Source: an optimization exercise on an open RTL-to-GDS flow (aim: small area and a short achievable clock period). Production flows keep margins and buffers that such runs may drop. The RTL was checked by simulation tests, not by an equivalence proof against the original design.

## v6
Design fir_direct_nom, start of the top module:
module fir_direct_nom (
    input              clk,
    input              rst,
    input  signed [4:0] in,
    output signed [4:0] out,
    input  [249:0]     tap_coeffs
);
logic [48:0][4:0] sr;     
logic [160:0] ra, ra_d;  
logic [5:0] lo_q;         
logic [5:0] x_q, g_q, o_q;  
logic v1, v2;              
wire [10:0] sum_a, sum_b, sum;
wire n1;
wire n2;
wire n3;
wire n4;
wire n5;
wire n6;
wire n7;
wire n8;
wire n9;
wire n10;
wire n11;
wire n12;
wire n13;
wire n14;
wire n15;
wire n16;
wire n17;
wire n18;
wire n19;
wire n20;
wire n21;
wire n22;
wire n23;
wire n24;
wire n25;
wire n26;
wire n27;
wire n28;
wire n29;
wire n30;
wire n31;
wire n32;
wire n33;
wire n34;
wire n35;
wire n36;
wire n37;
wire n38;
wire n39;
wire n40;
wire n41;
wire n42;
wire n43;
wire n44;
wire n45;
wire n46;
wire n47;
wire n48;
wire n49;
wire n50;
wire n51;
wire n52;
wire n53;
wire n54;
wire n55;
wire n56;
wire n57;
wire n58;
wire n59;
wire n60;
wire n61;
wire n62;
wire n63;
wire n64;
wire n65;
wire n66;
wire n67;
wire n68;
wire n69;
wire n70;
wire n71;
wire n72;
wire n73;
wire n74;
wire n75;
wire n76;
wire n77;
wire n78;
wire n79;
wire n80;
  ...
export LEC_CHECK = 0
export CAP_MARGIN = 20
export CORE_MARGIN = 2
export CORE_UTILIZATION = 40
export CTS_BUF_LIST = sky130_fd_sc_hd__clkbuf_8
export CTS_CLUSTER_DIAMETER = 50
export CTS_CLUSTER_SIZE = 16
export SLEW_MARGIN = 20
export SYNTH_HIERARCHICAL = 1
export SYNTH_MINIMUM_KEEP_SIZE = 0
create_clock -name core_clock -period 12.0 [get_ports {clk}]
standard.sh (not shown) runs the stock make flow with config.mk's settings and CLKGATE_MAP_FILE= SYNTH_SCRIPT=/design/flow/synth_recipe.tcl, a recipe that flattens the netlist after the stock synthesis.
==> flow/flow/run.sh <==
#!/bin/bash
# ORFS layout (the standard.sh) in three calls:
#  1. synthesis to placement as standard, with plain buf_2 port buffers;
#  2. CTS and 3. routing to finish, with timing repair aimed at a setup
#     slack margin and at the worst paths only.
set -e
export BUFFER_PORTS_ARGS="-buffer_cell sky130_fd_sc_hd__buf_2"
bash standard.sh synth floorplan place > standard_place.log 2>&1
export SETUP_SLACK_MARGIN=7.1
export TNS_END_PERCENT=0
bash standard.sh cts > standard_cts.log 2>&1
bash standard.sh > standard_finish.log 2>&1
> inputs changed (v6 -> v7)
--- a/flow/design.v
+++ b/flow/design.v
@@ -12,16 +12,16 @@
     input              rst,
     input  signed [4:0] in,
     output signed [4:0] out,
     input  [249:0]     tap_coeffs
 );
 logic [48:0][4:0] sr;     
 logic [160:0] ra, ra_d;  
-logic [5:0] lo_q;         
-logic [5:0] x_q, g_q, o_q;  
+logic [6:0] lo_q;         
+logic [4:0] x_q, g_q, o_q;  
 logic v1, v2;              
 wire [10:0] sum_a, sum_b, sum;
 wire n1;
 wire n2;
 wire n3;
 wire n4;
 wire n5;
@@ -5976,40 +5976,40 @@
 fa u_n3408 (.a(n3406), .b(n3407), .c(n3394), .s(n3408), .co(n3409));
 assign n3410 = ~(~n3400 ^ ~n3403);
 assign n3411 = ~n3400 | ~n3403;
 assign n3412 = ~n3405;
 fa u_n3413 (.a(n3410), .b(n3412), .c(n3409), .s(n3413), .co(n3414));
 assign sum_a = {n3411, n3413, n3397, n3373, n3334, n3333, n3231, ~n3228, n3175, n3132, ~n3095};
 assign sum_b = {n3414, 1'b0, n3408, n3396, n3372, 1'b0, n3283, n3230, n3179, 1'b0, n3098};
-assign sum = {6'b0, {1'b0, sum_a[4:0]} + {1'b0, sum_b[4:0]}};
+assign sum = {5'b0, {1'b0, sum_a[5:0]} + {1'b0, sum_b[5:0]}};
 always @(posedge clk or posedge rst) begin
     if (rst) begin
         sr <= '0;
         v1 <= 1'b0;
         v2 <= 1'b0;
     end else begin
         sr <= {sr[47:0], in};
         v1 <= 1'b1;
         v2 <= v1;
     end
 end
 always @(posedge clk) begin
     ra <= ra_d;
-    lo_q <= sum[5:0];
-    x_q <= sum_a[10:5] ^ sum_b[10:5];
-    g_q <= sum_a[10:5] & sum_b[10:5];
-    o_q <= sum_a[10:5] | sum_b[10:5];
+    lo_q <= sum[6:0];
+    x_q <= sum_a[10:6] ^ sum_b[10:6];
+    g_q <= sum_a[10:6] & sum_b[10:6];
+    o_q <= sum_a[10:6] | sum_b[10:6];
 end
-wire hz = (x_q[0] == lo_q[5]) && (x_q[5:1] == o_q[4:0]);
-wire ho = (x_q[0] != lo_q[5]) && (&(x_q[5:1] ^ g_q[4:0]));
-wire [6:0] c;   
-assign c[0] = lo_q[5];
+wire hz = (x_q[0] == lo_q[6]) && (x_q[4:1] == o_q[3:0]);
+wire ho = (x_q[0] != lo_q[6]) && (&(x_q[4:1] ^ g_q[3:0]));
+wire [5:0] c;   
+assign c[0] = lo_q[6];
 genvar gi;
-for (gi = 0; gi < 6; gi = gi + 1) begin : g_c
+for (gi = 0; gi < 5; gi = gi + 1) begin : g_c
     assign c[gi+1] = g_q[gi] | (x_q[gi] & c[gi]);
 end
-wire sgn = x_q[5] ^ c[5];
-wire lz = ~|lo_q[4:4];
-wire lo1 = &lo_q[4:4];
+wire sgn = x_q[4] ^ c[4];
+wire lz = ~|lo_q[5:4];
+wire lo1 = &lo_q[5:4];
 wire inr = (hz && lz) || (ho && lo1);
 assign out = !v2 ? 5'sd0 : inr ? lo_q[4:0] : sgn ? -5'sd16 : 5'sd15;
 endmodule
==> run summary <==
- Re critical path depth: no difference whatsoever between v6 and v7.
- Of the two values seen for startpoint of the most critical setup path, tap_coeffs[15] was produced by v6 and tap_coeffs[49] by v7.
- Total number of vias was lower in v6 than in v7.
- Taking v6 as the reference, in v7 global-route total usage across every layer held, number of non-filler instances in the completed layout held.

afterwards: timing with drivers on the ports:
The results above use ideal ports. As a check the final layouts listed here were re-extracted and re-timed, cells and wires unchanged.
Step 1 assumes that a clkbuf_16 drives the clock port and a buf_2 every other input.
Step 2 times the ports against the registers' clock, not the clock port: input delays grow and output delays shrink by t, the midpoint of the rising clock arrivals with the driver on.
Slacks: ideal / step 1 / step 2; pairs: ideal / step 1.
| run | t, ns | setup slack, ns | worst register clock-pin slew, ns |
|---|---|---|---|
| v6 | 0.752 | 7.094 / 7.111 / 6.359 | 0.10 / 0.10 |
| v7 | 0.760 | 7.050 / 7.052 / 6.310 | 0.09 / 0.09 |
After both steps setup and hold are still met in every run listed. The setup slack of v7, which loses most, moves by +0.002 ns with the drivers and by -0.740 ns with both steps.
